From an optimization exercise on the open Yosys and OpenROAD flow, aimed at small area; shortcuts taken in it are not production practice.
Only simulation tests tie the RTL to the original design; equivalence was not proved.
Power figures rest on the tool's default switching activity, not on a simulated workload.

==> flow/config.mk <==
export PLATFORM = sky130hd
export DESIGN_NAME = apb_slave
export DESIGN_NICKNAME = apb_slave
export VERILOG_FILES = /design/flow/design.v
export SDC_FILE = /design/flow/constraint.sdc
export NUM_CORES = 4
export LEC_CHECK = 0
export CAP_MARGIN = 20
export CORE_MARGIN = 2
export CORE_UTILIZATION = 65
export PLACE_DENSITY = 0.75
export SLEW_MARGIN = 20
export SYNTH_HIERARCHICAL = 1
export SYNTH_MINIMUM_KEEP_SIZE = 0
==> flow/design.v <==
`timescale 1ns / 1ps
module apb_bit (
    input wire clk,
    input wire we,
    input wire web,
    input wire d,
    output reg q
);
    always @(posedge clk)
        q <= (q & web) | (d & we);
endmodule
module apb_aoi3 (
    input wire a0, input wire s0,
    input wire a1, input wire s1,
    input wire a2, input wire s2,
    output wire y
);
    assign y = ~((a0 & s0) | (a1 & s1) | (a2 & s2));
endmodule
module apb_nand2 (
    input wire a, input wire s,
    output wire y
);
    assign y = ~(a & s);
endmodule
module apb_nand6 (
    input wire [5:0] x,
    output wire y
);
    assign y = ~&x;
endmodule
module apb_slave (
    input wire PCLK,
    input wire PRESETn,
    input wire PSEL,
    input wire PENABLE,
    input wire PWRITE,
    input wire [31:0] PADDR,
    input wire [31:0] PWDATA,
    output wire [31:0] PRDATA,
    output reg PREADY
);
    reg [3:0] raddr;
    wire [15:0] we;
    wire [15:0] web;
    wire [15:0] sel;
    wire [31:0] q [0:15];
    always @(posedge PCLK or negedge PRESETn) begin
        if (~PRESETn)
            PREADY <= 0;
        else
            PREADY <= 1;
    end
    always @(posedge PCLK)
        raddr <= PADDR[3:0];
    wire wr = PSEL & PENABLE & PWRITE;
    genvar w, b;
    generate
        for (w = 0; w < 16; w = w + 1) begin : word
            assign we[w] = wr & (PADDR[3:0] == w);
            assign web[w] = ~we[w];
            assign sel[w] = (raddr == w);
            for (b = 0; b < 32; b = b + 1) begin : bits
                apb_bit u (.clk(PCLK), .we(we[w]), .web(web[w]), .d(PWDATA[b]), .q(q[w][b]));
            end
        end
        for (b = 0; b < 32; b = b + 1) begin : rd
            wire [5:0] x;
            apb_aoi3 g0 (.a0(q[0][b]),  .s0(sel[0]),  .a1(q[1][b]),  .s1(sel[1]),  .a2(q[2][b]),  .s2(sel[2]),  .y(x[0]));
            apb_aoi3 g1 (.a0(q[3][b]),  .s0(sel[3]),  .a1(q[4][b]),  .s1(sel[4]),  .a2(q[5][b]),  .s2(sel[5]),  .y(x[1]));
            apb_aoi3 g2 (.a0(q[6][b]),  .s0(sel[6]),  .a1(q[7][b]),  .s1(sel[7]),  .a2(q[8][b]),  .s2(sel[8]),  .y(x[2]));
            apb_aoi3 g3 (.a0(q[9][b]),  .s0(sel[9]),  .a1(q[10][b]), .s1(sel[10]), .a2(q[11][b]), .s2(sel[11]), .y(x[3]));
            apb_aoi3 g4 (.a0(q[12][b]), .s0(sel[12]), .a1(q[13][b]), .s1(sel[13]), .a2(q[14][b]), .s2(sel[14]), .y(x[4]));
            apb_nand2 g5 (.a(q[15][b]), .s(sel[15]), .y(x[5]));
            apb_nand6 g6 (.x(x), .y(PRDATA[b]));
        end
    endgenerate
endmodule
==> flow/flow/run.sh <==
#!/bin/bash
# Own layout flow: the standard synthesis and layout, with
#  - port buffers of the smallest buffer cell (every port still gets one),
#  - clock tree of clkbuf_8 leaf clusters without dummy balancing loads.
# Each step's full output goes to a log of its own in this folder.
set -euo pipefail
bash standard.sh synth > synth.log 2>&1
CTS="-sink_clustering_enable -repair_clock_nets -dont_use_dummy_load -buf_list sky130_fd_sc_hd__clkbuf_8 -sink_clustering_size 20 -sink_clustering_max_diameter 50"
bash standard.sh \
  "BUFFER_PORTS_ARGS=-buffer_cell sky130_fd_sc_hd__buf_1" \
  "CTS_ARGS=$CTS" \
  finish > layout.log 2>&1
==> flow/standard.sh <==
#!/bin/bash
# synth_recipe.tcl (not shown) runs the flow's synth.tcl, then flattens the netlist and writes it again
# the make line also repeats each setting of config.mk as NAME=value (left out here)
make -C /OpenROAD-flow-scripts/flow DESIGN_CONFIG=/design/flow/config.mk WORK_HOME=/design/flow/orfs CLKGATE_MAP_FILE= SYNTH_SCRIPT=/design/flow/synth_recipe.tcl "${@:-finish}"
==> flow/constraint.sdc <==
create_clock -name core_clock -period 5.0 [get_ports {PCLK}]
set_input_delay 1.0000 -clock core_clock [delete_from_list [all_inputs] [get_ports {PCLK}]]
set_output_delay 1.0000 -clock core_clock [all_outputs]
set_load 0.01 [all_outputs]
==> results of run 1 <==
==> per-module statistics from Yosys (local to each module, per instance) <==
module / area (µm²) / flops+latches / cells
apb_slave: 529 / 5 / 82
apb_bit: 28.8 / 1 / 2
apb_aoi3: 10.0 / 0 / 1
apb_nand2: 3.75 / 0 / 1
apb_nand6: 13.8 / 0 / 2
==> metal layers <==
metal	vias up	wire length (µm)	GRT usage [%]
li1	6213	-	-
met1	7382	22100	53.5
met2	1132	25400	61.6
met3	186	7670	8.91
met4	0	2450	18.5
met5	-	0	0
==> final cells by class <==
type                            count  area share [%]
Antenna cell                        1          0.0130
Clock buffer                       40            2.86
Multi-Input combinational cell    839            37.7
Sequential cell                   517            53.8
Tap cell                          335            2.18
Timing Repair Buffer              117            3.50
==> power by group <==
group	internal [W]	switching (W)	total, W
combinational	0.000544	0.000364	0.000908
clock	0.000720	0.00125	0.00197
sequential	0.00469	0.000314	0.00500
total	0.00595	0.00192	0.00787
==> Yosys cell counts (all sizes together), types with 2 or more instances <==
| cell | count |
|---|---|
| nand3 | 39 |
| buf | 6 |
| nor2 | 16 |
| dfxtp | 516 |
| or3 | 2 |
| or2 | 2 |
| and4 | 33 |
| nand2 | 41 |
| nor3 | 13 |
| and2 | 2 |
| a222oi | 160 |
| nor3b | 2 |
| nor2b | 2 |
| and3 | 2 |
| a22o | 512 |
| nand2b | 6 |
| nand3b | 2 |
==> sequential cells by signal, summed over array words and instances, names as in the netlist <==
| register | count |
|---|---|
| word.bits.u.q | 512 |
| raddr | 4 |
| PREADY | 1 |
==> worst max-delay path: stages, from the launching register on <==
cell and delay [ps]:
dfxtp_1 510, nand2b_1 290, nor2_4 1000, a222oi_1 270
and4_1 310, nand3_1 130, buf_1 190
==> path summary, 6_finish.rpt <==
check / depth (start not counted) / end
setup / recovery: 6 / PRDATA[1]
hold / removal: 1 / PREADY
setup reg to reg: 1 / word[3].bits[0].u.q
hold reg to reg: 1 / word[10].bits[19].u.q
max in group asynchronous: 1 / PREADY
min in group core_clock: 1 / word[10].bits[19].u.q
==> metrics by stage <==
stage	hold WS, ps	utilization (%)	area [µm²]	setup slack [ps]
6_report	182	73.5	19300	755
5_1_grt	164	73.5	19300	736
4_1_cts	161	73.1	19200	881
3_5_place_dp	470	71.0	18600	1470
3_3_place_gp	465	71.0	18600	1520
2_1_floorplan	455	-	17400	832
==> logic make-up after synthesis <==
logic type	after synthesis
other cells	1
compound gates	672
flops	517
simple gates	166
buf+inv	6
==> results.yml, run 1 <==
logic_synthesis:
  synth_top_area_share_pct: 59.3
  ys_ff_latch: 517
  synthesis.nets: 1431
  synth_xor_area_share_pct: 0
  synth_fa_ha_area_share_pct: 0
  yosys.area.top_type: "dfxtp_1"
  synth-compound-area-share_pct: 34.9
  synthSimpleGateAreaFrac_pct: 5.46
  synth_top_family_by_area: "compound AO/OA/AOI/OAI gates"
  synth_area_mm2: 0.0174
  synth-async-reset-ratio_pct: 0.193
  synthTopCellsByArea: "dfxtp_1 (59%), a22o_1 (26%), a222oi_1 (9.2%), and4_1 (1.7%), nand3_1 (1.1%)"
  synth_cell_types: 24
  synthFlopType: "dfxtp_1"
  seq_area_frac_synth_pct: 59.4
  synth_mux_area_share_pct: 0
  synth_cells: 1362
  synth.avg_cell_area_um2: 12.8
  yosysWarnings: 8
  synth_edf_count: 0
cells_and_area:
  final_common_cell: "dfxtp_1"
  fin_cells: 1849
  seq_area_mm2: 0.0104
  syn_to_final_growth_pct: 10.5
  multi_input_area_mm2: 0.00725
  drive_gt1_share_pct: 8.13
  final_cell_mix: "dfxtp_1 (516), a22o_1 (512), a222oi_1 (160), buf_1 (73), nand2_1 (41)"
  fillCellCount: 1934
  layout.nets: 1584
timing:
  slew_headroom_pct: 13.6
  period_share_pct: 84.9
  fin_crit_ps: 4250
  drv_slew: 0
  setup_viol: 0
  setup_tns_ps: 0
  skew_ps: 0
  worst_pin_slew_ps: 1290
  rsz0062_at_grt: "no"
  finalHoldViolCount: 0
  fmax_mhz: 236
routing:
  vias: 14913
  wl_per_cell_um: 31.2
  viasPerCell: 8.07
  wl_um: 57600
  dr.pass1.iters: 7
  drcViolationCount: 0
  drt_iter0_markers: 2532
  ant_nets: 0
die:
  dieWidth_um: 168
  die_h_um: 168
  ios: 102
  die-area_mm2: 0.0281
  initial_core_util_pct: 66.5
  core-area_mm2: 0.0262
  num_rows: 59
critical_path:
  crit_path_start: "raddr[1]"
  crit_type: "register to output pin"
  crit_arrival_ps: 3250
  rrSetupSlack_ps: 4320
  start_kind: "register"
  crit_required_ps: 4000
  r2r-start: "word[3].bits[0].u.q"
  critPathCaptureType: "output pin"
  crit_fanout: 32
clock_tree:
  cts_num_sinks: 517
  post_cts_resized: 0
  cts_tree: "built"
  cts_hold_buf: 0
  cts_inserted_buffers: 40
  post_cts_buffers: 0
  cts_max_path_buffers: 3
  htree_levels: 2
  clockRootBuffer: "clkbuf_8"
  insertion_delay_ps: 570
  clk_pin_slew_ps: 80
grt:
  grt_pass1_wl_um: 86000
  grt_overflow: 0
  first_global_vias: 14351
  grt_start_max_net_pins: 33
  grt_use_total_pct: 39.8
  antenna_found_initial: 1
pwr:
  leakage_nw: 7.10
  vdd_drop_max_v: 0.000300
  cellPowerDensity_mw_per_mm2: 409
  power.total_w: 0.00787
placed_design:
  port_buffers: 73
  hpwl_um: 29500
  finalWeightedCongestion: 0.808
  place_inst: 1804
run:
  cap_viol_max_count: 0
worst_hold_path:
  hp-class: "input port to asynchronous set/reset pin"
outcome:
  outcome: "complete, no violations"
==> run 2: changes to the inputs <==
--- a/flow/config.mk
+++ b/flow/config.mk
@@ -8,6 +8,5 @@
 export CAP_MARGIN = 20
 export CORE_MARGIN = 2
-export CORE_UTILIZATION = 65
-export PLACE_DENSITY = 0.75
+export CORE_UTILIZATION = 40
 export SLEW_MARGIN = 20
 export SYNTH_HIERARCHICAL = 1
==> run 2 against run 1 <==
- maximum frequency fell by 0.55%
- clock power rose by 7%
- hold slack got worse by 87 ps
- core utilization fell by 28 points
- die area rose by 61%
- critical path type unchanged
- cell area rose by 2.0%
- area after synthesis did not move
- critical path depth rose by 1
- largest power group unchanged
- combinational power barely moved
- non-clock buffer count rose by 5
==> results.yml, run 2 <==
critical_path:
  start_kind: "register"
  critPathCaptureType: "output pin"
  path_cells: "nand2_1, nor3_2, buf_12, a222oi_1, and4_1, nand3_1, buf_1"
  r2r_cells: 1
  cpPeakStageDelay_ps: 810
  slowest_stage: "nor3_2"
  r2r-end: "word[0].bits[0].u.q"
  r2r-start: "word[0].bits[0].u.q"
  crit_arrival_ps: 3270
  crit_type: "register to output pin"
  crit_fanout: 24
  crit_required_ps: 4000
  rrSetupSlack_ps: 4340
routing:
  drt_iter0_markers: 1986
  drcViolationCount: 0
  wl_per_cell_um: 28.5
  dr.pass1.iters: 10
  vias: 14444
  wl_um: 60000
  ant_nets: 0
  viasPerCell: 6.86
placed_design:
  place_area_mm2: 0.0190
  finalWeightedCongestion: 0.816
  hpwl_um: 33600
  place_inst: 2062
  dp_slack_ps: 1430
  port_buffers: 73
die:
  dieWidth_um: 213
  die_h_um: 213
  num_rows: 76
  core-area_mm2: 0.0431
  die-area_mm2: 0.0452
  ios: 102
  initial_core_util_pct: 40.5
grt:
  grt_use_total_pct: 26.2
  grt_overflow: 0
  grt_start_max_net_pins: 33
  grt_pass1_wl_um: 89000
  antenna_found_initial: 0
  first_global_vias: 13893
logic_synthesis:
  synth-async-reset-ratio_pct: 0.193
  synthFlopType: "dfxtp_1"
  synthTopCellsByArea: "dfxtp_1 (59%), a22o_1 (26%), a222oi_1 (9.2%), and4_1 (1.7%), nand3_1 (1.1%)"
  synth.most_common_cell: "dfxtp_1"
  synth_cells: 1362
  synthesis.nets: 1431
  synth_cell_types: 24
  seq_area_frac_synth_pct: 59.4
  synth_area_mm2: 0.0174
  ys_ff_latch: 517
  synth_edf_count: 0
  synth_top_area_share_pct: 59.3
  synth.avg_cell_area_um2: 12.8
  yosys.area.top_type: "dfxtp_1"
  synthTopCellsByCount: "dfxtp_1 (516), a22o_1 (512), a222oi_1 (160)"
  yosysWarnings: 8
clock_tree:
  insertion_delay_ps: 610
  post_cts_resized: 0
  cts_inserted_buffers: 44
  htree_levels: 2
  cts_hold_buf: 0
  post_cts_buffers: 0
  clockRootBuffer: "clkbuf_8"
  clk_pin_slew_ps: 100
  cts_num_sinks: 517
  cts_max_path_buffers: 3
  cts_tree: "built"
timing:
  finalHoldViolCount: 0
  setup_ws_ps: 731
  worst_pin_slew_ps: 1170
  skew_ps: 0
  fmax_mhz: 234
  setup_viol: 0
  fin_crit_ps: 4270
  setup_tns_ps: 0
  slew_headroom_pct: 21.8
  rsz0062_at_grt: "no"
  period_share_pct: 85.4
  drv_slew: 0
worst_hold_path:
  hp-class: "input port to asynchronous set/reset pin"
cells_and_area:
  layout.nets: 1593
  fin_cells: 2107
  final_cell_mix: "dfxtp_1 (516), a22o_1 (512), a222oi_1 (160), buf_1 (73), buf_4 (46)"
  fin_area_mm2: 0.0196
  drive_gt1_share_pct: 8.94
  n_antenna_cell: 0
  reg.largest.list: "word.bits.u.q (512), raddr (4), PREADY (1)"
  top_register: "word.bits.u.q"
  syn_to_final_growth_pct: 12.7
  final_common_cell: "dfxtp_1"
  largest_reg_flops: 512
pwr:
  cellPowerDensity_mw_per_mm2: 408
  vdd_drop_max_v: 0.000219
  leakage_nw: 7.16
run:
  cap_viol_max_count: 0
outcome:
  outcome: "complete, no violations"
run 2: changes by cell type in the layout (fill, tap and decap cells not counted):
cell	previous run	this run
or2_1	2	0
and2_1	2	0
diode_2	1	0
buf_12	4	2
or2_2	0	2
clkbuf_8	40	44
buf_4	39	46
and2_2	0	2
run 2: area by class of cell:
cell class	count	area, µm²
Fill cell	3948	23400
Sequential cell	517	10400
Multi-Input combinational cell	839	7250
Tap cell	585	732
Timing Repair Buffer	122	687
Clock buffer	44	606
run 2: per-module statistics from Yosys (local to each module, per instance):
module     flops+latches  cells  area, µm²
apb_nand2              0      1       3.75
apb_slave              5     82        529
apb_bit                1      2       28.8
apb_aoi3               0      1       10.0
apb_nand6              0      2       13.8
run 2: per-layer routing:
| layer | GRT usage, % | vias to the layer above | wire length (µm) |
|---|---|---|---|
| met2 | 42.2 | 726 | 27300 |
| li1 | - | 6234 | - |
| met1 | 36.0 | 7390 | 25900 |
| met4 | 7.19 | 0 | 1300 |
| met5 | 0 | - | 0 |
| met3 | 4.75 | 94 | 5560 |
run 2: worst max-delay path, delay by kind of cell (launching register included):
kind                   cells  cell delay, ps
AO/OA/AOI/OAI              1             140
buffers and inverters      2             450
flip-flops                 1             510
AND/OR/NAND/NOR            4            1530
run 2: per-stage QoR:
step / hold WS, ps / total power, W / util [%]
6_report: 94.3 / 0.00800 / 45.6
2_1_floorplan: 455 / 0.00565 / -
4_1_cts: 65.3 / 0.00804 / 45.5
3_5_place_dp: 470 / 0.00597 / 44.1
5_1_grt: 76.4 / 0.00834 / 45.6
3_3_place_gp: 465 / 0.00593 / 44.1
run 2: worst max path at each step:
| stage | endpoint | cells past startpoint | slack [ps] | start |
|---|---|---|---|---|
| floorplan | PRDATA[0] | 3 | 830 | raddr[1] |
| global placement | PRDATA[7] | 7 | 1440 | raddr[2] |
| detailed placement | PRDATA[7] | 7 | 1430 | raddr[2] |
| CTS | PRDATA[7] | 7 | 690 | raddr[2] |
| global route | PRDATA[13] | 7 | 630 | raddr[2] |
| finish | PRDATA[7] | 7 | 730 | raddr[2] |
run 2: cell families after synthesis:
kind of cell,count (synthesis),synth area share [%]
AND/OR/NAND/NOR,166,5.46
AO/OA/AOI/OAI,672,34.9
buffers and inverters,6,0.172
flip-flops,517,59.4
other,1,0.0215
run 2: report_power, final:
group	internal [W]	total [W]	switching, W
clock network	0.000788	0.00210	0.00132
logic	0.000545	0.000910	0.000365
registers	0.00469	0.00499	0.000304
total	0.00602	0.00800	0.00198
==> run 3: changes to the inputs <==
--- a/flow/config.mk
+++ b/flow/config.mk
@@ -9,4 +9,5 @@
 export CORE_MARGIN = 2
 export CORE_UTILIZATION = 40
+export GPL_TIMING_DRIVEN = 0
 export SLEW_MARGIN = 20
 export SYNTH_HIERARCHICAL = 1
==> run 3 against run 2 <==
- global-route usage rose by 0.15 points
- still clean
- combinational power is 2.2% higher
- first-iteration DRC count is 4.1% lower
- setup slack gained 160 ps
- critical path depth unchanged
- area after synthesis is the same
==> results.yml, run 3 <==
logic_synthesis:
  synthesis.nets: 1431
  synth.avg_cell_area_um2: 12.8
  synth_area_mm2: 0.0174
  synth_top_family_by_area: "compound AO/OA/AOI/OAI gates"
  synthFlopType: "dfxtp_1"
  synth_cell_types: 24
  synthTopCellsByCount: "dfxtp_1 (516), a22o_1 (512), a222oi_1 (160)"
  seq_area_frac_synth_pct: 59.4
  synth_edf_count: 0
  synthTopCellsByArea: "dfxtp_1 (59%), a22o_1 (26%), a222oi_1 (9.2%), and4_1 (1.7%), nand3_1 (1.1%)"
  synth_top_area_share_pct: 59.3
  yosys.area.top_type: "dfxtp_1"
  synth.most_common_cell: "dfxtp_1"
  synth_fa_ha_area_share_pct: 0
  synth_mux_area_share_pct: 0
  ys_ff_latch: 517
  synth_xor_area_share_pct: 0
  synthSimpleGateAreaFrac_pct: 5.46
  synth-compound-area-share_pct: 34.9
  yosysWarnings: 8
  synth-async-reset-ratio_pct: 0.193
  synth_cells: 1362
pwr:
  pwr-share-clk_pct: 26.5
  vdd_drop_max_v: 0.000201
  p_sw_w: 0.00201
  seq_power_share_pct: 62.0
  power.internal_w: 0.00605
  cellPowerDensity_mw_per_mm2: 391
  swShare_pct: 24.9
  combPwrFrac_pct: 11.5
  leakage_nw: 7.66
  power.total_w: 0.00806
routing:
  wl_per_cell_um: 27.8
  drt_iter0_markers: 1904
  ant_nets: 0
  drcViolationCount: 0
  vias: 14533
  viasPerCell: 6.75
  dr.pass1.iters: 7
  wl_um: 60000
critical_path:
  start_kind: "register"
  crit_arrival_ps: 3110
  critPathCaptureType: "output pin"
  cpMostUsedCell: "buf_4"
  cpPeakStageDelay_ps: 750
  cp_top_family: "simple AND/OR/NAND/NOR gates"
  crit_required_ps: 4000
  critPathBufInv: 3
  crit_fanout: 9
  slowest_stage: "nor3_2"
  path_cells: "nand2_1, nor3_2, buf_4, buf_4, a222oi_1, nand3_1, buf_1"
  crit_type: "register to output pin"
cells_and_area:
  final_cell_mix: "dfxtp_1 (516), a22o_1 (512), a222oi_1 (160), buf_1 (73), buf_4 (49)"
  largest_reg_flops: 512
  final_common_cell: "dfxtp_1"
  top_register: "word.bits.u.q"
  layout.nets: 1639
  syn_to_final_growth_pct: 18.3
  fillCellCount: 3802
  drive_gt1_share_pct: 12.1
  reg.largest.list: "word.bits.u.q (512), raddr (4), PREADY (1)"
clock_tree:
  cts_num_sinks: 517
  clockRootBuffer: "clkbuf_8"
  cts_tree: "built"
  insertion_delay_ps: 610
  post_cts_resized: 0
  htree_levels: 2
  clk_pin_slew_ps: 80
  cts_max_path_buffers: 3
  cts_hold_buf: 0
  post_cts_buffers: 0
  cts_inserted_buffers: 45
run:
  cap_viol_max_count: 0
timing:
  fmax_mhz: 243
  rsz0062_at_grt: "no"
  worst_pin_slew_ps: 889
  setup_tns_ps: 0
  period_share_pct: 82.2
  drv_slew: 0
  fin_crit_ps: 4110
  slew_headroom_pct: 40.4
  finalHoldViolCount: 0
  skew_ps: 0
  setup_viol: 0
grt:
  antenna_found_initial: 1
  grt_pass1_wl_um: 91000
  first_global_vias: 14612
  grt_use_total_pct: 26.3
  grt_start_max_net_pins: 23
  grt_overflow: 0
die:
  ios: 102
  num_rows: 76
  initial_core_util_pct: 40.5
  core-area_mm2: 0.0431
  die_h_um: 213
  dieWidth_um: 213
  die-area_mm2: 0.0452
outcome:
  outcome: "complete, no violations"
worst_hold_path:
  hp-class: "input port to asynchronous set/reset pin"
placed_design:
  port_buffers: 73
  finalWeightedCongestion: 0.794
  hpwl_um: 40800
-- run 3: cell counts after synthesis --
Identical to the previous run, type by type.
-- run 3: layout make-up --
cell class / count / area (µm²) / area share, %
Antenna cell: 1 / 2.50 / 0.0121
Buffer: 6 / 30.0 / 0.146
Clock buffer: 45 / 619 / 3.00
Multi-Input combinational cell: 839 / 7270 / 35.3
Sequential cell: 517 / 10400 / 50.2
Tap cell: 585 / 732 / 3.55
Timing Repair Buffer: 161 / 1610 / 7.81
-- run 3: per-module statistics from Yosys, one instance, submodules excluded --
module,flops+latches,copies in the design,area [µm²]
apb_nand2,0,32,3.75
apb_bit,1,512,28.8
apb_aoi3,0,160,10.0
apb_slave,5,1,529
apb_nand6,0,32,13.8
-- run 3: power by group through the flow --
stage	combinational, W	sequential, W	clock [W]
2_1_floorplan	0.000663	0.00499	0
3_3_place_gp	0.000864	0.00504	0
3_5_place_dp	0.000931	0.00507	0
4_1_cts	0.000932	0.00498	0.00219
5_1_grt	0.00101	0.00505	0.00232
6_report	0.000930	0.00499	0.00214
-- run 3: per-stage QoR --
step	setup WS (ps)	util (%)	cells	hold WS [ps]	cell area (µm²)
after detailed placement	1560	46.4	2108	470	20000
after global routing	761	47.9	2154	88.2	20600
after global placement	-3440	42.8	2020	465	18400
final	891	47.9	2154	128	20600
after floorplan	832	-	1362	455	17400
after CTS	895	47.9	2153	84.7	20600
-- run 3: logic make-up (layout without fill, tap and decap cells) --
| kind of cell | Yosys count | in the layout |
|---|---|---|
| compound gates | 672 | 672 |
| flops | 517 | 517 |
| simple gates | 166 | 166 |
| buf+inv | 6 | 212 |
| other cells | 1 | 2 |
-- run 3: path summary, 6_finish.rpt --
kind / from / endpoint / slack [ps] / cells after the start
max: raddr[1] / PRDATA[29] / 890 / 7
min: PRESETn / PREADY / 130 / 1
max reg2reg: word[7].bits[15].u.q / word[7].bits[15].u.q / 4320 / 1
min reg2reg: word[2].bits[26].u.q / word[2].bits[26].u.q / 480 / 1
max in group asynchronous: PRESETn / PREADY / 4770 / 1
min in group core_clock: word[2].bits[26].u.q / word[2].bits[26].u.q / 480 / 1
-- run 3: layer usage --
layer / track usage [%] / share of wire, % / routed length [µm] / vias up
li1: - / - / - / 6331
met3: 4.88 / 7.4 / 4440 / 140
met5: 0 / 0 / 0 / -
met2: 43.3 / 47 / 28200 / 655
met1: 34.6 / 42 / 25400 / 7407
met4: 9.48 / 3.2 / 1940 / 0
==> run 4: changes to the inputs <==
==> flow/run.sh (new file) <==
#!/bin/bash
# synth_recipe.tcl (not shown) runs the flow's synth.tcl, then flattens the netlist and writes it again
# the make line also repeats each setting of config.mk as NAME=value (left out here)
make -C /OpenROAD-flow-scripts/flow DESIGN_CONFIG=/design/flow/config.mk WORK_HOME=/design/flow/orfs CLKGATE_MAP_FILE= SYNTH_SCRIPT=/design/flow/synth_recipe.tcl finish
--- a/flow/config.mk
+++ b/flow/config.mk
@@ -9,5 +9,4 @@
 export CORE_MARGIN = 2
 export CORE_UTILIZATION = 40
-export GPL_TIMING_DRIVEN = 0
 export SLEW_MARGIN = 20
 export SYNTH_HIERARCHICAL = 1
removed: flow/flow/run.sh
removed: flow/standard.sh
==> run 4 against run 3 <==
- still clean on timing, DRC and antenna
- first-iteration DRC count grew 8.4%
- combinational power rose by 5.7%
- via count down 0.98%
- core utilization grew 1.8 points
- global-route usage decreased by 0.41 points
- hold slack better by 360 ps
- count of clock-buffer cells in the layout grew 27
- maximum frequency fell by 8.6%
- wire length decreased by 0.93%
- sequential power is essentially flat
- cell area grew 3.8%
- synthesized cell count stayed put
- largest cell class unchanged
==> results.yml, run 4 <==
timing:
  worst_pin_slew_ps: 1240
  fin_crit_ps: 4500
  finalHoldViolCount: 0
  rsz0062_at_grt: "no"
  skew_ps: 0
  drv_slew: 0
  setup_viol: 0
  fmax_mhz: 222
  slew_headroom_pct: 17.2
  period_share_pct: 89.9
  setup_tns_ps: 0
logic_synthesis:
  synth-async-reset-ratio_pct: 0.193
  synthTopCellsByArea: "dfxtp_1 (59%), a22o_1 (26%), a222oi_1 (9.2%), and4_1 (1.7%), nand3_1 (1.1%)"
  yosys.area.top_type: "dfxtp_1"
  synthTopCellsByCount: "dfxtp_1 (516), a22o_1 (512), a222oi_1 (160)"
  synth_top_area_share_pct: 59.3
  synth_area_mm2: 0.0174
  yosysWarnings: 8
  synth_cell_types: 24
  synth.most_common_cell: "dfxtp_1"
  seq_area_frac_synth_pct: 59.4
  ys_ff_latch: 517
  synth_edf_count: 0
  synthesis.nets: 1431
  synth_cells: 1362
  synth.avg_cell_area_um2: 12.8
  synthFlopType: "dfxtp_1"
outcome:
  outcome: "complete, no violations"
routing:
  dr.pass1.iters: 11
  drt_iter0_markers: 2063
  wl_per_cell_um: 27.5
  vias: 14390
  wl_um: 59400
  viasPerCell: 6.66
  drcViolationCount: 0
  ant_nets: 0
clock_tree:
  cts_inserted_buffers: 52
  insertion_delay_ps: 600
  post_cts_resized: 0
  cts_num_sinks: 517
  htree_levels: 2
  cts_max_path_buffers: 3
  post_cts_buffers: 0
  clk_pin_slew_ps: 60
  cts_tree: "built"
  clockRootBuffer: "clkbuf_16"
  cts_hold_buf: 0
placed_design:
  place_inst: 2066
  hpwl_um: 33400
  port_buffers: 73
  finalWeightedCongestion: 0.783
  place_area_mm2: 0.0195
cells_and_area:
  largest_reg_flops: 512
  final_core_util_pct: 49.7
  fillCellCount: 3787
  top_register: "word.bits.u.q"
  fin_cells: 2162
  reg.largest.list: "word.bits.u.q (512), raddr (4), PREADY (1)"
  final_cell_mix: "dfxtp_1 (516), a22o_1 (512), a222oi_1 (160), clkdlybuf4s50_1 (73), clkbuf_16 (53)"
  syn_to_final_growth_pct: 22.9
  layout.nets: 1604
  final_common_cell: "dfxtp_1"
  drive_gt1_share_pct: 11.5
  fin_area_mm2: 0.0214
grt:
  first_global_vias: 14259
  grt_overflow: 0
  grt_start_max_net_pins: 33
  grt_pass1_wl_um: 88500
  antenna_found_initial: 1
  grt_use_total_pct: 25.9
run:
  cap_viol_max_count: 0
die:
  die_h_um: 213
  core-area_mm2: 0.0431
  die-area_mm2: 0.0452
  dieWidth_um: 213
  initial_core_util_pct: 40.5
  ios: 102
  num_rows: 76
critical_path:
  start_kind: "register"
  crit_type: "register to output pin"
  rrSetupSlack_ps: 4330
  critPathCaptureType: "output pin"
  crit_required_ps: 4000
  crit_fanout: 18
  crit_arrival_ps: 3500
pwr:
  cellPowerDensity_mw_per_mm2: 483
  leakage_nw: 8.00
  power.total_w: 0.0103
  vdd_drop_max_v: 0.000268
worst_hold_path:
  hp-class: "register to register"
==> run 4: where the power goes <==
group	internal, W	switching (W)
Clock	0.00267	0.00169
Combinational	0.000620	0.000362
Sequential	0.00469	0.000307
==> run 4: worst paths after layout <==
| path | from | to | cells after the start |
|---|---|---|---|
| max | raddr[0] | PRDATA[1] | 7 |
| min | word[14].bits[27].u.q | word[14].bits[27].u.q | 1 |
| max reg2reg | word[9].bits[5].u.q | word[9].bits[5].u.q | 1 |
| min reg2reg | word[14].bits[27].u.q | word[14].bits[27].u.q | 1 |
| max in group asynchronous | PRESETn | PREADY | 1 |
| min in group asynchronous | PRESETn | PREADY | 1 |
==> run 4: per-stage QoR <==
step                setup WS, ps  hold slack [ps]
global route                 439              495
CTS                          546              486
detailed placement          1200              470
floorplan                    832              455
finish                       504              483
global placement            1230              465
==> run 4: Yosys stat by module, one instance, submodules excluded <==
module | area (µm²) | flops+latches | cells inside
apb_aoi3 | 10.0 | 0 | 1
apb_slave | 529 | 5 | 82
apb_nand6 | 13.8 | 0 | 2
apb_nand2 | 3.75 | 0 | 1
apb_bit | 28.8 | 1 | 2
==> run 4: layer usage <==
layer / up-vias / global-route usage [%] / share of wire, %
met5: - / 0 / 0
met4: 0 / 9.96 / 3.3
met3: 139 / 5.09 / 8.3
met2: 679 / 41.6 / 46
met1: 7268 / 34.5 / 43
li1: 6304 / - / -
==> run 4: final cells by class <==
class                   count  area [µm²]  share of cell area, %
flip-flops and latches    517       10400                   48.4
clock inverters            23         398                   1.86
multi-input cells         839        7250                   33.9
diodes                      1        2.50                 0.0117
clock buffers              72        1540                   7.18
well taps                 585         732                   3.42
repair buffers            125        1130                   5.29
==> run 4: cell families (layout without fill, tap and decap cells) <==
logic type | count (synthesis) | after routing | share of synthesized area (%)
other | 1 | 2 | 0.0215
flip-flops | 517 | 517 | 59.4
buffers and inverters | 6 | 220 | 0.172
AO/OA/AOI/OAI | 672 | 672 | 34.9
AND/OR/NAND/NOR | 166 | 166 | 5.46
==> run 4: critical path, stage by stage, from the launching register on <==
cell and delay, ps:
dfxtp_1 510, nand2b_1 290, nor2_4 610, buf_4 370
a222oi_1 110, and4_1 250, nand3_1 190, clkdlybuf4s50_1 580
==> run 5: changes to the inputs <==
--- a/flow/config.mk
+++ b/flow/config.mk
@@ -9,4 +9,5 @@
 export CORE_MARGIN = 2
 export CORE_UTILIZATION = 40
+export CTS_BUF_LIST = sky130_fd_sc_hd__clkbuf_4
 export SLEW_MARGIN = 20
 export SYNTH_HIERARCHICAL = 1
==> run 5 against run 4 <==
- die area did not move
- core utilization fell by 0.46 points
- non-clock buffer count did not move
- count of clock-buffer cells in the layout rose by 119
- combinational power barely moved
- setup slack got worse by 330 ps
- flip-flop and latch count did not move
- area after synthesis did not move
- clock power fell by 14%
- register-to-register slack barely moved
- global-route usage rose by 0.76 points
==> results.yml, run 5 <==
timing:
  fin_crit_ps: 4830
  rsz0062_at_grt: "no"
  fmax_mhz: 207
  worst_pin_slew_ps: 1230
  skew_ps: 0
  setup_viol: 0
  finalHoldViolCount: 0
  period_share_pct: 96.5
  slew_headroom_pct: 18.1
  setup_tns_ps: 0
  drv_slew: 0
  setup_ws_ps: 175
placed_design:
  dp_slack_ps: 1200
  place_area_mm2: 0.0195
  port_buffers: 73
  hpwl_um: 33400
  place_inst: 2066
  finalWeightedCongestion: 0.783
routing:
  viasPerCell: 6.49
  wl_per_cell_um: 26.1
  ant_nets: 0
  drt_iter0_markers: 2115
  drcViolationCount: 0
  dr.pass1.iters: 9
  wl_um: 60100
  vias: 14940
clock_tree:
  htree_levels: 4
  clockRootBuffer: "clkbuf_4"
  insertion_delay_ps: 960
  cts_tree: "built"
  post_cts_buffers: 0
  cts_max_path_buffers: 3
  cts_inserted_buffers: 136
  post_cts_resized: 0
  cts_hold_buf: 0
  clk_pin_slew_ps: 60
  cts_num_sinks: 517
die:
  num_rows: 76
  initial_core_util_pct: 40.5
  die-area_mm2: 0.0452
  die_h_um: 213
  ios: 102
  core-area_mm2: 0.0431
  dieWidth_um: 213
critical_path:
  critPathBufInv: 2
  cp_top_family: "simple AND/OR/NAND/NOR gates"
  crit_type: "register to output pin"
  cpPeakStageDelay_ps: 610
  slowest_stage: "nor2_4"
  crit_arrival_ps: 3830
  critPathCaptureType: "output pin"
  crit_fanout: 18
  start_kind: "register"
  crit_required_ps: 4000
  path_cells: "nand2b_1, nor2_4, buf_4, a222oi_1, and4_1, nand3_1, clkdlybuf4s50_1"
worst_hold_path:
  hp-class: "input port to asynchronous set/reset pin"
logic_synthesis:
  synth_area_mm2: 0.0174
  synth_top_area_share_pct: 59.3
  synth_edf_count: 0
  synthFlopType: "dfxtp_1"
  seq_area_frac_synth_pct: 59.4
  synthTopCellsByArea: "dfxtp_1 (59%), a22o_1 (26%), a222oi_1 (9.2%), and4_1 (1.7%), nand3_1 (1.1%)"
  synth_cells: 1362
  yosysWarnings: 8
  yosys.area.top_type: "dfxtp_1"
  synthesis.nets: 1431
  synthTopCellsByCount: "dfxtp_1 (516), a22o_1 (512), a222oi_1 (160)"
  synth.avg_cell_area_um2: 12.8
  synth-async-reset-ratio_pct: 0.193
  synth.most_common_cell: "dfxtp_1"
  ys_ff_latch: 517
  synth_cell_types: 24
cells_and_area:
  layout.nets: 1688
  reg.largest.list: "word.bits.u.q (512), raddr (4), PREADY (1)"
  final_common_cell: "dfxtp_1"
  top_register: "word.bits.u.q"
  final_cell_mix: "dfxtp_1 (516), a22o_1 (512), clkbuf_4 (191), a222oi_1 (160), clkdlybuf4s50_1 (73)"
  drive_gt1_share_pct: 17.5
  final_core_util_pct: 49.2
  fin_cells: 2301
  fin_area_mm2: 0.0212
  largest_reg_flops: 512
  fillCellCount: 3906
  syn_to_final_growth_pct: 21.7
grt:
  grt_pass1_wl_um: 90200
  first_global_vias: 15048
  grt_overflow: 0
  grt_use_total_pct: 26.7
  antenna_found_initial: 2
  grt_start_max_net_pins: 33
pwr:
  vdd_drop_max_v: 0.000238
  cellPowerDensity_mw_per_mm2: 459
  leakage_nw: 8.06
run:
  cap_viol_max_count: 0
outcome:
  outcome: "complete, no violations"
run 5: cell counts after synthesis:
Identical to the previous run, type by type.
run 5: through the flow:
step / total power [W] / hold slack (ps)
global route: 0.0102 / 125
floorplan: 0.00565 / 455
detailed placement: 0.00605 / 470
CTS: 0.00981 / 111
finish: 0.00974 / 189
global placement: 0.00600 / 465
run 5: cells by family after synthesis:
| kind of cell | Yosys count | synth area share, % |
|---|---|---|
| and+or+nand+nor | 166 | 5.46 |
| DFF | 517 | 59.4 |
| buffers and inverters | 6 | 0.172 |
| AOI/OAI and AO/OA | 672 | 34.9 |
| other | 1 | 0.0215 |
run 5: worst paths after layout:
| check | startpoint | slack (ps) | cells after the start | endpoint |
|---|---|---|---|---|
| max in group asynchronous | PRESETn | 4710 | 1 | PREADY |
| min reg2reg | word[15].bits[3].u.q | 480 | 1 | word[15].bits[3].u.q |
| max | raddr[0] | 170 | 7 | PRDATA[1] |
| min | PRESETn | 190 | 1 | PREADY |
| max reg2reg | word[9].bits[5].u.q | 4330 | 1 | word[9].bits[5].u.q |
| min in group core_clock | word[15].bits[3].u.q | 480 | 1 | word[15].bits[3].u.q |
run 5: area by class of cell:
cell class                 count  area, µm²  area share [%]
sequential                   517      10400            48.8
multi-input combinational    839       7250            34.2
clock buffer                 191       1430            6.76
timing repair buffer         125       1130            5.34
tap                          585        732            3.45
clock inverter                38        292            1.37
antenna                        6       15.0          0.0708
run 5: power breakdown:
group	internal, W	switching (W)
Sequential	0.00469	0.000305
Clock	0.00202	0.00175
Combinational	0.000620	0.000362
Total	0.00733	0.00241
run 5: per-module statistics from Yosys (local to each module, per instance):
module	copies in the design	flops+latches
apb_slave	1	5
apb_bit	512	1
apb_nand6	32	0
apb_aoi3	160	0
apb_nand2	32	0
run 5: per-layer routing:
layer	part of all wire [%]	GRT usage, %
met3	8.8	6.19
met4	2.6	12.0
met5	0	0
met2	46	42.3
met1	42	34.6
==> run 6: changes to the inputs <==
--- a/flow/config.mk
+++ b/flow/config.mk
@@ -10,4 +10,6 @@
 export CORE_UTILIZATION = 40
 export CTS_BUF_LIST = sky130_fd_sc_hd__clkbuf_4
+export CTS_CLUSTER_DIAMETER = 40
+export CTS_CLUSTER_SIZE = 10
 export SLEW_MARGIN = 20
 export SYNTH_HIERARCHICAL = 1
==> run 6 against run 5 <==
- sequential power about the same
- hold slack better by 150 ps
- global-route usage down 0.77 points
- setup slack improved by 140 ps
- non-clock buffer count is the same
- largest power group unchanged
==> results.yml, run 6 <==
logic_synthesis:
  synthTopCellsByCount: "dfxtp_1 (516), a22o_1 (512), a222oi_1 (160)"
  yosysWarnings: 8
  synth_area_mm2: 0.0174
  synth.avg_cell_area_um2: 12.8
  synth.most_common_cell: "dfxtp_1"
  synth-async-reset-ratio_pct: 0.193
  seq_area_frac_synth_pct: 59.4
  synth_cell_types: 24
  ys_ff_latch: 517
  synth_cells: 1362
  yosys.area.top_type: "dfxtp_1"
  synth_edf_count: 0
  synthFlopType: "dfxtp_1"
  synthesis.nets: 1431
  synthTopCellsByArea: "dfxtp_1 (59%), a22o_1 (26%), a222oi_1 (9.2%), and4_1 (1.7%), nand3_1 (1.1%)"
  synth_top_area_share_pct: 59.3
placed_design:
  place_area_mm2: 0.0195
  hpwl_um: 33400
  finalWeightedCongestion: 0.783
  port_buffers: 73
cells_and_area:
  seq_area_mm2: 0.0104
  drive_gt1_share_pct: 12.4
  fin_area_mm2: 0.0204
  final_common_cell: "dfxtp_1"
  top_register: "word.bits.u.q"
  final_core_util_pct: 47.4
  layout.nets: 1623
  fillCellCount: 3894
  largest_reg_flops: 512
  final_cell_mix: "dfxtp_1 (516), a22o_1 (512), a222oi_1 (160), clkbuf_4 (83), clkdlybuf4s50_1 (73)"
  multi_input_area_mm2: 0.00725
  reg.largest.list: "word.bits.u.q (512), raddr (4), PREADY (1)"
  syn_to_final_growth_pct: 17.2
clock_tree:
  cts_hold_buf: 0
  cts_max_path_buffers: 3
  post_cts_resized: 0
  cts_num_sinks: 517
  clockRootBuffer: "clkbuf_4"
  cts_inserted_buffers: 71
  clk_pin_slew_ps: 110
  insertion_delay_ps: 770
  cts_tree: "built"
  htree_levels: 3
  post_cts_buffers: 0
routing:
  wl_met1_um: 25200
  viasPerCell: 6.64
  ant_nets: 0
  wl_um: 59200
  met3_length_um: 4840
  wl_per_cell_um: 27.1
  wl_met2_um: 27100
  drcViolationCount: 0
  dr.pass1.iters: 9
  vias: 14484
  drt_iter0_markers: 1972
  top_layer: "met4"
grt:
  antenna_found_initial: 2
  first_global_vias: 14332
  grt_use_total_pct: 25.9
  grt_pass1_wl_um: 88400
  grt_overflow: 0
  grt_start_max_net_pins: 33
timing:
  skew_ps: 0
  period_share_pct: 93.7
  fin_crit_ps: 4690
  setup_tns_ps: 0
  slew_headroom_pct: 18.4
  rsz0062_at_grt: "no"
  drv_slew: 0
  worst_pin_slew_ps: 1220
  fmax_mhz: 213
  setup_viol: 0
  finalHoldViolCount: 0
  holdWs_ps: 339
pwr:
  leakage_nw: 7.57
  vdd_drop_max_v: 0.000214
  power.total_w: 0.00860
  cellPowerDensity_mw_per_mm2: 421
die:
  die-area_mm2: 0.0452
  dieWidth_um: 213
  die_h_um: 213
  num_rows: 76
  initial_core_util_pct: 40.5
  core-area_mm2: 0.0431
  ios: 102
critical_path:
  crit_type: "register to output pin"
  start_kind: "register"
  r2r-start: "word[9].bits[5].u.q"
  crit_required_ps: 4000
  critPathCaptureType: "output pin"
  crit_path_start: "raddr[0]"
  crit_fanout: 18
  crit_arrival_ps: 3690
outcome:
  outcome: "complete, no violations"
run:
  cap_viol_max_count: 0
worst_hold_path:
  hp-class: "input port to asynchronous set/reset pin"
[run 6: cell counts after synthesis]
No cell type changed its count.
[run 6: where the power goes]
part	leakage [nW]	switching [W]	internal, W
registers	4.27	0.000304	0.00469
logic	2.77	0.000361	0.000620
clock network	0.536	0.00150	0.00112
[run 6: stage by stage]
stage / cells / setup WS [ps]
floorplan: 1362 / 832
global placement: 2066 / 1230
detailed placement: 2066 / 1200
CTS: 2179 / 334
global route: 2181 / 224
finish: 2181 / 313
[run 6: cell type report]
| cell class | instances | share of cell area (%) |
|---|---|---|
| Antenna cell | 2 | 0.0245 |
| Clock buffer | 83 | 3.05 |
| Clock inverter | 30 | 1.56 |
| Multi-Input combinational cell | 839 | 35.5 |
| Sequential cell | 517 | 50.7 |
| Tap cell | 585 | 3.58 |
| Timing Repair Buffer | 125 | 5.55 |
[run 6: per-module statistics from Yosys (local to each module, per instance)]
module | flip-flops and latches | cell area (µm²) | cells | copies in the design
apb_bit | 1 | 28.8 | 2 | 512
apb_slave | 5 | 529 | 82 | 1
apb_aoi3 | 0 | 10.0 | 1 | 160
apb_nand6 | 0 | 13.8 | 2 | 32
apb_nand2 | 0 | 3.75 | 1 | 32
[run 6: per-layer routing]
| layer | up-vias | GRT usage, % |
|---|---|---|
| met5 | - | 0 |
| met4 | 0 | 10.2 |
| met3 | 158 | 5.13 |
| met2 | 693 | 41.2 |
| met1 | 7271 | 34.6 |
| li1 | 6362 | - |
[run 6: path summary, 6_finish.rpt]
path / endpoint / slack (ps) / cells after the start
worst max register to register: word[9].bits[5].u.q / 4320 / 1
worst min register to register: word[5].bits[5].u.q / 490 / 1
max in group asynchronous: PREADY / 4570 / 1
min in group core_clock: word[5].bits[5].u.q / 490 / 1
worst min-delay path: PREADY / 340 / 1
worst max-delay path: PRDATA[1] / 310 / 7
[run 6: cell families (layout without fill, tap and decap cells)]
kind of cell,count (synthesis),after routing,synth area share (%)
buffers and inverters,6,238,0.172
flip-flops,517,517,59.4
AO/OA/AOI/OAI,672,672,34.9
AND/OR/NAND/NOR,166,166,5.46
other,1,3,0.0215
[run 6: critical path, stage by stage (launching register included)]
cell and delay (ps):
dfxtp_1 520, nand2b_1 290, nor2_4 620, buf_4 370
a222oi_1 110, and4_1 250, nand3_1 180, clkdlybuf4s50_1 580
==> run 7: changes to the inputs <==
--- a/flow/config.mk
+++ b/flow/config.mk
@@ -9,7 +9,6 @@
 export CORE_MARGIN = 2
 export CORE_UTILIZATION = 40
-export CTS_BUF_LIST = sky130_fd_sc_hd__clkbuf_4
-export CTS_CLUSTER_DIAMETER = 40
-export CTS_CLUSTER_SIZE = 10
+export CTS_BUF_LIST = sky130_fd_sc_hd__clkbuf_8
+export CTS_CLUSTER_SIZE = 30
 export SLEW_MARGIN = 20
 export SYNTH_HIERARCHICAL = 1
==> run 7 against run 6 <==
- core utilization rose by 2.0 points
- cell area is 4.2% higher
- combinational power hardly changed
- sequential share of layout area down 2.0 points
- critical path type unchanged
- critical endpoint unchanged
- largest power group unchanged
- highest routed layer unchanged
==> results.yml, run 7 <==
clock_tree:
  cts_inserted_buffers: 84
  cts_hold_buf: 0
  insertion_delay_ps: 640
  post_cts_resized: 0
  clk_pin_slew_ps: 60
  htree_levels: 3
  post_cts_buffers: 0
  cts_tree: "built"
  cts_max_path_buffers: 3
  cts_num_sinks: 517
  clockRootBuffer: "clkbuf_8"
logic_synthesis:
  seq_area_frac_synth_pct: 59.4
  synth-async-reset-ratio_pct: 0.193
  synth_top_area_share_pct: 59.3
  synthFlopType: "dfxtp_1"
  synth.most_common_cell: "dfxtp_1"
  ys_ff_latch: 517
  synth.avg_cell_area_um2: 12.8
  synthTopCellsByArea: "dfxtp_1 (59%), a22o_1 (26%), a222oi_1 (9.2%), and4_1 (1.7%), nand3_1 (1.1%)"
  yosysWarnings: 8
  synth_area_mm2: 0.0174
  yosys.area.top_type: "dfxtp_1"
  synth_cells: 1362
  synthesis.nets: 1431
  synth_edf_count: 0
  synth_cell_types: 24
  synthTopCellsByCount: "dfxtp_1 (516), a22o_1 (512), a222oi_1 (160)"
cells_and_area:
  fillCellCount: 3826
  reg.largest.list: "word.bits.u.q (512), raddr (4), PREADY (1)"
  final_cell_mix: "dfxtp_1 (516), a22o_1 (512), a222oi_1 (160), clkbuf_8 (113), clkdlybuf4s50_1 (73)"
  layout.nets: 1636
  syn_to_final_growth_pct: 22.1
  final_common_cell: "dfxtp_1"
  final_core_util_pct: 49.4
  multi_input_area_mm2: 0.00725
  largest_reg_flops: 512
  seq_area_mm2: 0.0104
  top_register: "word.bits.u.q"
  drive_gt1_share_pct: 13.4
  fin_cells: 2220
critical_path:
  rrSetupSlack_ps: 4330
  path_cells: "nand2b_1, nor2_4, buf_4, a222oi_1, and4_1, nand3_1, clkdlybuf4s50_1"
  r2r-start: "word[9].bits[5].u.q"
  slowest_stage: "nor2_4"
  crit_type: "register to output pin"
  critPathCaptureType: "output pin"
  crit_arrival_ps: 3520
  r2r-end: "word[9].bits[5].u.q"
  r2r_cells: 1
  start_kind: "register"
  crit_fanout: 18
  cp_top_family: "simple AND/OR/NAND/NOR gates"
  cpPeakStageDelay_ps: 610
  critPathBufInv: 2
  crit_required_ps: 4000
die:
  core-area_mm2: 0.0431
  dieWidth_um: 213
  num_rows: 76
  ios: 102
  initial_core_util_pct: 40.5
  die-area_mm2: 0.0452
  die_h_um: 213
routing:
  viasPerCell: 6.58
  wl_um: 59600
  ant_nets: 0
  dr.pass1.iters: 11
  drt_iter0_markers: 2081
  wl_per_cell_um: 26.9
  drcViolationCount: 0
  vias: 14604
timing:
  rsz0062_at_grt: "no"
  skew_ps: 0
  slew_headroom_pct: 17.3
  fin_crit_ps: 4520
  setup_tns_ps: 0
  drv_slew: 0
  setup_viol: 0
  period_share_pct: 90.4
  setup_ws_ps: 480
  fmax_mhz: 221
  worst_pin_slew_ps: 1240
  finalHoldViolCount: 0
grt:
  grt_pass1_wl_um: 89500
  top_usage_layer: "met2"
  grt_start_max_net_pins: 33
  grt_overflow: 0
  grt_use_total_pct: 26.2
  antenna_found_initial: 1
  met1_usage_pct: 34.8
  met2_usage_pct: 41.8
  first_global_vias: 14602
  use_met3_pct: 5.25
worst_hold_path:
  min_to: "word[15].bits[12].u.q"
  hold_start: "word[15].bits[12].u.q"
  hp-class: "register to register"
  hold_depth: 1
placed_design:
  place_inst: 2066
  port_buffers: 73
  dp_slack_ps: 1200
  hpwl_um: 33400
  finalWeightedCongestion: 0.783
outcome:
  outcome: "complete, no violations"
pwr:
  vdd_drop_max_v: 0.000218
  leakage_nw: 8.07
  cellPowerDensity_mw_per_mm2: 462
run:
  cap_viol_max_count: 0
run 7: cell counts after synthesis:
No cell type changed its count.
run 7: through the flow:
stage / power, W / hold WS, ps / cell area, µm²
3_5_place_dp: 0.00605 / 470 / 19500
4_1_cts: 0.00988 / 458 / 21300
3_3_place_gp: 0.00600 / 465 / 19500
5_1_grt: 0.0102 / 467 / 21300
2_1_floorplan: 0.00565 / 455 / 17400
6_report: 0.00983 / 483 / 21300
run 7: layer usage:
| metal | share of wire, % | wire [µm] | vias up |
|---|---|---|---|
| met3 | 8.7 | 5170 | 148 |
| met4 | 3.4 | 2010 | 0 |
| met5 | 0 | 0 | - |
| li1 | - | - | 6394 |
| met2 | 46 | 27400 | 756 |
| met1 | 42 | 25000 | 7306 |
run 7: logic make-up (layout without fill, tap and decap cells):
| family | after synthesis | count (layout) | share of synthesized area [%] |
|---|---|---|---|
| other | 1 | 2 | 0.0215 |
| AOI/OAI and AO/OA | 672 | 672 | 34.9 |
| DFF | 517 | 517 | 59.4 |
| buffers and inverters | 6 | 278 | 0.172 |
| and+or+nand+nor | 166 | 166 | 5.46 |
run 7: power by group:
group	total [W]	internal, W	switching, W
clock	0.00385	0.00213	0.00172
sequential	0.00500	0.00469	0.000305
combinational	0.000982	0.000620	0.000361
total	0.00983	0.00745	0.00238
run 7: worst max path at each step:
stage | start | end | slack, ps | cells past startpoint
3_3_place_gp | raddr[0] | PRDATA[1] | 1230 | 7
5_1_grt | raddr[0] | PRDATA[1] | 390 | 7
3_5_place_dp | raddr[0] | PRDATA[1] | 1200 | 7
4_1_cts | raddr[0] | PRDATA[1] | 490 | 7
2_1_floorplan | raddr[1] | PRDATA[0] | 830 | 3
6_report | raddr[0] | PRDATA[1] | 480 | 7
run 7: cell type report:
| class | instances | area share (%) |
|---|---|---|
| multi-input cells | 839 | 34.1 |
| well taps | 585 | 3.44 |
| clock buffers | 113 | 7.31 |
| clock inverters | 40 | 1.16 |
| diodes | 1 | 0.0118 |
| flip-flops and latches | 517 | 48.7 |
| repair buffers | 125 | 5.33 |
run 7: per-module statistics from Yosys (local to each module, per instance):
module     cells  times used  flip-flops and latches
apb_slave     82           1                       5
apb_nand2      1          32                       0
apb_bit        2         512                       1
apb_nand6      2          32                       0
apb_aoi3       1         160                       0
==> run 8: changes to the inputs <==
--- a/flow/config.mk
+++ b/flow/config.mk
@@ -10,5 +10,6 @@
 export CORE_UTILIZATION = 40
 export CTS_BUF_LIST = sky130_fd_sc_hd__clkbuf_8
-export CTS_CLUSTER_SIZE = 30
+export CTS_CLUSTER_DIAMETER = 50
+export CTS_CLUSTER_SIZE = 20
 export SLEW_MARGIN = 20
 export SYNTH_HIERARCHICAL = 1
==> run 8 against run 7 <==
- via count shrank 2.0%
- setup slack got worse by 18 ps
- wire length shrank 1.3%
- clock power is 34% lower
- hold slack got worse by 7.7 ps
- critical path type unchanged
- largest power group unchanged
==> results.yml, run 8 <==
cells_and_area:
  final_core_util_pct: 47.3
  fin_area_mm2: 0.0204
  largest_reg_flops: 512
  syn_to_final_growth_pct: 17.0
  final_cell_mix: "dfxtp_1 (516), a22o_1 (512), a222oi_1 (160), clkdlybuf4s50_1 (73), buf_4 (51)"
  fillCellCount: 3904
  layout.nets: 1595
  drive_gt1_share_pct: 10.5
  final_common_cell: "dfxtp_1"
  reg.largest.list: "word.bits.u.q (512), raddr (4), PREADY (1)"
  top_register: "word.bits.u.q"
  fin_cells: 2143
pwr:
  power.total_w: 0.00853
  vdd_drop_max_v: 0.000238
  swShare_pct: 26.7
  power.internal_w: 0.00625
  cellPowerDensity_mw_per_mm2: 418
  pwr-share-clk_pct: 30.0
  p_sw_w: 0.00228
  seq_power_share_pct: 58.5
  combPwrFrac_pct: 11.5
  leakage_nw: 7.51
logic_synthesis:
  yosys.area.top_type: "dfxtp_1"
  yosysWarnings: 8
  synthesis.nets: 1431
  synth_cell_types: 24
  synth_fa_ha_area_share_pct: 0
  synthTopCellsByArea: "dfxtp_1 (59%), a22o_1 (26%), a222oi_1 (9.2%), and4_1 (1.7%), nand3_1 (1.1%)"
  synthSimpleGateAreaFrac_pct: 5.46
  synth_top_family_by_area: "compound AO/OA/AOI/OAI gates"
  synthTopCellsByCount: "dfxtp_1 (516), a22o_1 (512), a222oi_1 (160)"
  synth_cells: 1362
  synth.avg_cell_area_um2: 12.8
  synth_xor_area_share_pct: 0
  synth_area_mm2: 0.0174
  synth_mux_area_share_pct: 0
  synth_edf_count: 0
  seq_area_frac_synth_pct: 59.4
  ys_ff_latch: 517
  synth-async-reset-ratio_pct: 0.193
  synth_top_area_share_pct: 59.3
  synth.most_common_cell: "dfxtp_1"
  synthFlopType: "dfxtp_1"
  synth-compound-area-share_pct: 34.9
timing:
  slew_headroom_pct: 17.5
  drv_slew: 0
  finalHoldViolCount: 0
  rsz0062_at_grt: "no"
  skew_ps: 0
  fmax_mhz: 220
  fin_crit_ps: 4540
  setup_viol: 0
  worst_pin_slew_ps: 1230
  period_share_pct: 90.8
  setup_tns_ps: 0
die:
  ios: 102
  core-area_mm2: 0.0431
  dieWidth_um: 213
  initial_core_util_pct: 40.5
  num_rows: 76
  die_h_um: 213
  die-area_mm2: 0.0452
critical_path:
  critPathBufInv: 2
  crit_required_ps: 4000
  slowest_stage: "nor2_4"
  crit_type: "register to output pin"
  path_cells: "nand2b_1, nor2_4, buf_4, a222oi_1, and4_1, nand3_1, clkdlybuf4s50_1"
  start_kind: "register"
  cpPeakStageDelay_ps: 760
  critPathCaptureType: "output pin"
  cp_top_family: "simple AND/OR/NAND/NOR gates"
  crit_arrival_ps: 3540
  crit_fanout: 19
placed_design:
  port_buffers: 73
  place_inst: 2066
  hpwl_um: 33400
  place_area_mm2: 0.0195
  finalWeightedCongestion: 0.783
outcome:
  outcome: "complete, no violations"
clock_tree:
  clk_pin_slew_ps: 110
  post_cts_buffers: 0
  cts_max_path_buffers: 3
  clockRootBuffer: "clkbuf_8"
  insertion_delay_ps: 650
  cts_tree: "built"
  cts_inserted_buffers: 43
  htree_levels: 2
  cts_num_sinks: 517
  cts_hold_buf: 0
  post_cts_resized: 0
routing:
  drt_iter0_markers: 2121
  top_layer: "met4"
  ant_nets: 0
  dr.pass1.iters: 8
  drcViolationCount: 0
  wl_um: 58800
  wl_per_cell_um: 27.4
  wl_met1_um: 24800
  viasPerCell: 6.68
  met3_length_um: 5120
  wl_met2_um: 27100
  vias: 14309
grt:
  grt_start_max_net_pins: 33
  grt_use_total_pct: 25.8
  first_global_vias: 14130
  grt_overflow: 0
  antenna_found_initial: 1
  grt_pass1_wl_um: 88000
run:
  cap_viol_max_count: 0
worst_hold_path:
  hp-class: "input port to asynchronous set/reset pin"
run 8: power groups by stage:
stage	Sequential [W]	Combinational (W)	Clock [W]
after floorplan	0.00499	0.000663	0
after global placement	0.00505	0.000956	0
after detailed placement	0.00507	0.000981	0
after CTS	0.00498	0.000983	0.00262
after global routing	0.00505	0.00106	0.00278
final	0.00499	0.000981	0.00256
run 8: logic make-up after synthesis:
family / after synthesis
AOI/OAI and AO/OA: 672
DFF: 517
other: 1
and+or+nand+nor: 166
buffers and inverters: 6
run 8: layout make-up:
cell class                 count  area, µm²  share of cell area, %
sequential                   517      10400                   50.8
multi-input combinational    839       7250                   35.6
timing repair buffer         125       1130                   5.56
tap                          585        732                   3.59
clock buffer                  45        619                   3.04
clock inverter                31        302                   1.48
antenna                        1       2.50                 0.0123
run 8: modules after synthesis, one instance, submodules excluded:
module     flops+latches  copies in the design  area [µm²]  cells
apb_bit                1                   512        28.8      2
apb_nand2              0                    32        3.75      1
apb_slave              5                     1         529     82
apb_aoi3               0                   160        10.0      1
apb_nand6              0                    32        13.8      2
run 8: routing by layer:
| metal | global-route usage [%] | up-vias |
|---|---|---|
| met5 | 0 | - |
| met4 | 9.33 | 0 |
| met1 | 34.5 | 7200 |
| met3 | 5.22 | 126 |
| met2 | 41.3 | 703 |
| li1 | - | 6280 |
run 8: worst paths after layout:
| kind | start | end | slack (ps) | cells past startpoint |
|---|---|---|---|---|
| setup reg to reg | word[9].bits[5].u.q | word[9].bits[5].u.q | 4320 | 1 |
| setup / recovery | raddr[0] | PRDATA[24] | 460 | 7 |
| hold / removal | PRESETn | PREADY | 480 | 1 |
| hold reg to reg | word[5].bits[28].u.q | word[5].bits[28].u.q | 490 | 1 |
| min in group core_clock | word[5].bits[28].u.q | word[5].bits[28].u.q | 490 | 1 |
| max in group asynchronous | PRESETn | PREADY | 4430 | 1 |
run 8: through the flow:
| stage | worst slack [ps] | hold WS (ps) |
|---|---|---|
| finish | 462 | 476 |
| detailed placement | 1200 | 470 |
| global route | 370 | 457 |
| CTS | 476 | 444 |
| floorplan | 832 | 455 |
| global placement | 1230 | 465 |
==> run 9: changes to the inputs <==
--- a/flow/config.mk
+++ b/flow/config.mk
@@ -12,4 +12,5 @@
 export CTS_CLUSTER_DIAMETER = 50
 export CTS_CLUSTER_SIZE = 20
+export GPL_TIMING_DRIVEN = 0
 export SLEW_MARGIN = 20
 export SYNTH_HIERARCHICAL = 1
==> run 9 against run 8 <==
- hold slack worse by 13 ps
- non-clock buffer count up 41
- via count is 2.7% higher
- wire length up 2.6%
- setup slack worse by 260 ps
==> results.yml, run 9 <==
outcome:
  outcome: "complete, no violations"
cells_and_area:
  layout.nets: 1638
  final_cell_mix: "dfxtp_1 (516), a22o_1 (512), a222oi_1 (160), clkdlybuf4s50_1 (73), clkbuf_8 (48)"
  fin_area_mm2: 0.0214
  drive_gt1_share_pct: 13.7
  final_common_cell: "dfxtp_1"
  fillCellCount: 3737
  final_core_util_pct: 49.8
  top_register: "word.bits.u.q"
  syn_to_final_growth_pct: 23.1
  largest_reg_flops: 512
  reg.largest.list: "word.bits.u.q (512), raddr (4), PREADY (1)"
logic_synthesis:
  seq_area_frac_synth_pct: 59.4
  yosys.area.top_type: "dfxtp_1"
  synth_edf_count: 0
  synth_cells: 1362
  synthTopCellsByCount: "dfxtp_1 (516), a22o_1 (512), a222oi_1 (160)"
  ys_ff_latch: 517
  synth.avg_cell_area_um2: 12.8
  synth_cell_types: 24
  synth_top_area_share_pct: 59.3
  synthTopCellsByArea: "dfxtp_1 (59%), a22o_1 (26%), a222oi_1 (9.2%), and4_1 (1.7%), nand3_1 (1.1%)"
  yosysWarnings: 8
  synthesis.nets: 1431
  synth.most_common_cell: "dfxtp_1"
  synth-async-reset-ratio_pct: 0.193
  synthFlopType: "dfxtp_1"
  synth_area_mm2: 0.0174
timing:
  worst_pin_slew_ps: 934
  fin_crit_ps: 4790
  finalHoldViolCount: 0
  setup_viol: 0
  fmax_mhz: 209
  rsz0062_at_grt: "no"
  slew_headroom_pct: 37.4
  drv_slew: 0
  period_share_pct: 95.9
  skew_ps: 0
routing:
  viasPerCell: 6.71
  drcViolationCount: 0
  wl_per_cell_um: 27.5
  ant_nets: 0
  vias: 14694
  wl_um: 60300
  drt_iter0_markers: 1978
  dr.pass1.iters: 8
grt:
  grt_overflow: 0
  first_global_vias: 14580
  grt_start_max_net_pins: 24
  antenna_found_initial: 1
  grt_use_total_pct: 26.6
  grt_pass1_wl_um: 92100
clock_tree:
  post_cts_resized: 0
  insertion_delay_ps: 660
  cts_max_path_buffers: 3
  post_cts_buffers: 0
  htree_levels: 2
  cts_num_sinks: 517
  cts_hold_buf: 0
  clk_pin_slew_ps: 110
  clockRootBuffer: "clkbuf_8"
  cts_tree: "built"
  cts_inserted_buffers: 45
placed_design:
  finalWeightedCongestion: 0.797
  port_buffers: 73
  place_area_mm2: 0.0204
  hpwl_um: 40400
pwr:
  vdd_drop_max_v: 0.000162
  cellPowerDensity_mw_per_mm2: 408
  leakage_nw: 8.03
worst_hold_path:
  hp-class: "input port to asynchronous set/reset pin"
critical_path:
  crit_type: "register to output pin"
  critPathBufInv: 4
  start_kind: "register"
  cpPeakStageDelay_ps: 590
  cp_top_family: "simple AND/OR/NAND/NOR gates"
  cpMostUsedCell: "buf_4"
  crit_required_ps: 4000
  slowest_stage: "nor3_2"
  path_cells: "nand2b_1, nor3_2, buf_4, buf_4, buf_4, a222oi_1, and4_1, nand3_1, clkdlybuf4s50_1"
  crit_fanout: 8
  critPathCaptureType: "output pin"
  crit_arrival_ps: 3790
run:
  cap_viol_max_count: 0
die:
  core-area_mm2: 0.0431
  initial_core_util_pct: 40.5
  num_rows: 76
  die_h_um: 213
  dieWidth_um: 213
  ios: 102
  die-area_mm2: 0.0452
==> run 9: area by class of cell <==
class	instances	area (µm²)	area share (%)
diodes	1	2.50	0.0117
flip-flops and latches	517	10400	48.3
well taps	585	732	3.41
plain buffers	6	30.0	0.140
multi-input cells	839	7270	33.9
clock inverters	34	385	1.80
repair buffers	160	2010	9.37
clock buffers	48	661	3.08
==> run 9: power by group <==
group          leakage (nW)  switching, W  internal (W)
registers              4.27      0.000305       0.00469
logic                  3.23      0.000368      0.000635
clock network         0.537       0.00162       0.00114
==> run 9: cells by family (layout without fill, tap and decap cells) <==
logic type | count (synthesis) | after routing | synth area share [%]
AO/OA/AOI/OAI | 672 | 672 | 34.9
buffers and inverters | 6 | 248 | 0.172
flip-flops | 517 | 517 | 59.4
other | 1 | 2 | 0.0215
AND/OR/NAND/NOR | 166 | 166 | 5.46
==> run 9: path summary, 6_finish.rpt <==
path	from	end	slack, ps	depth (start not counted)
setup / recovery	raddr[3]	PRDATA[28]	210	9
hold / removal	PRESETn	PREADY	460	1
setup reg to reg	word[9].bits[15].u.q	word[9].bits[15].u.q	4310	1
hold reg to reg	word[1].bits[18].u.q	word[1].bits[18].u.q	490	1
max in group asynchronous	PRESETn	PREADY	4440	1
min in group core_clock	word[1].bits[18].u.q	word[1].bits[18].u.q	490	1
==> run 9: per-stage QoR <==
step / hold slack, ps / total power [W] / std cells / worst slack, ps / TNS, ps
6_report: 463 / 0.00875 / 2190 / 207 / 0
5_1_grt: 444 / 0.00910 / 2190 / 115 / 0
4_1_cts: 421 / 0.00879 / 2189 / 277 / 0
3_5_place_dp: 470 / 0.00607 / 2107 / 1000 / 0
3_3_place_gp: 465 / 0.00598 / 2020 / -3850 / -395360
2_1_floorplan: 455 / 0.00565 / 1362 / 832 / 0
==> run 9: modules after synthesis, one instance, submodules excluded <==
module	copies in the design	cells inside	area, µm²
apb_slave	1	82	529
apb_nand2	32	1	3.75
apb_bit	512	2	28.8
apb_aoi3	160	1	10.0
apb_nand6	32	2	13.8
==> run 9: routing by layer <==
layer  vias to the layer above  wire length [µm]  global-route usage [%]
met5                         -                 0                       0
met2                       724             28300                    43.7
li1                       6375                 -                       -
met4                         0              1890                    10.3
met3                       126              4620                    3.69
met1                      7469             25500                    35.5

[re-timing with driven ports]
Ports are ideal in the flow. The routed layouts listed here were re-timed in OpenROAD. Step 1 sets driving cells, clkbuf_16 on the clock port and buf_2 on the other inputs (assumed; they add their load-dependent delay and slew). Step 2 adds t to the input delays and takes it off the output delays; t is the mean of the earliest and latest rising clock arrival at the registers after step 1. Input paths then give back, and output paths get back, about the clock's delay inside the block. Three values: no drivers, after step 1, after step 2; two values: the first two.
run | shift t [ns] | setup WS [ns] | clock arrival spread, ns | slew at the worst register clock pin (ns)
run 1 | 0.610 | 0.755 / 0.705 / 1.315 | 0.078 / 0.078 | 0.12 / 0.12
run 2 | 0.682 | 0.731 / 0.675 / 1.357 | 0.096 / 0.096 | 0.12 / 0.12
run 3 | 0.679 | 0.891 / 0.838 / 1.517 | 0.098 / 0.098 | 0.12 / 0.12
run 4 | 0.659 | 0.504 / 0.446 / 1.105 | 0.016 / 0.016 | 0.07 / 0.07
run 5 | 1.008 | 0.175 / 0.116 / 1.124 | 0.049 / 0.048 | 0.07 / 0.07
run 6 | 0.809 | 0.313 / 0.259 / 1.068 | 0.054 / 0.054 | 0.11 / 0.11
run 7 | 0.687 | 0.480 / 0.427 / 1.114 | 0.029 / 0.028 | 0.07 / 0.07
run 8 | 0.699 | 0.462 / 0.406 / 1.105 | 0.054 / 0.054 | 0.12 / 0.12
run 9 | 0.701 | 0.207 / 0.153 / 0.854 | 0.045 / 0.045 | 0.12 / 0.12
After both steps every run listed still meets setup and hold.
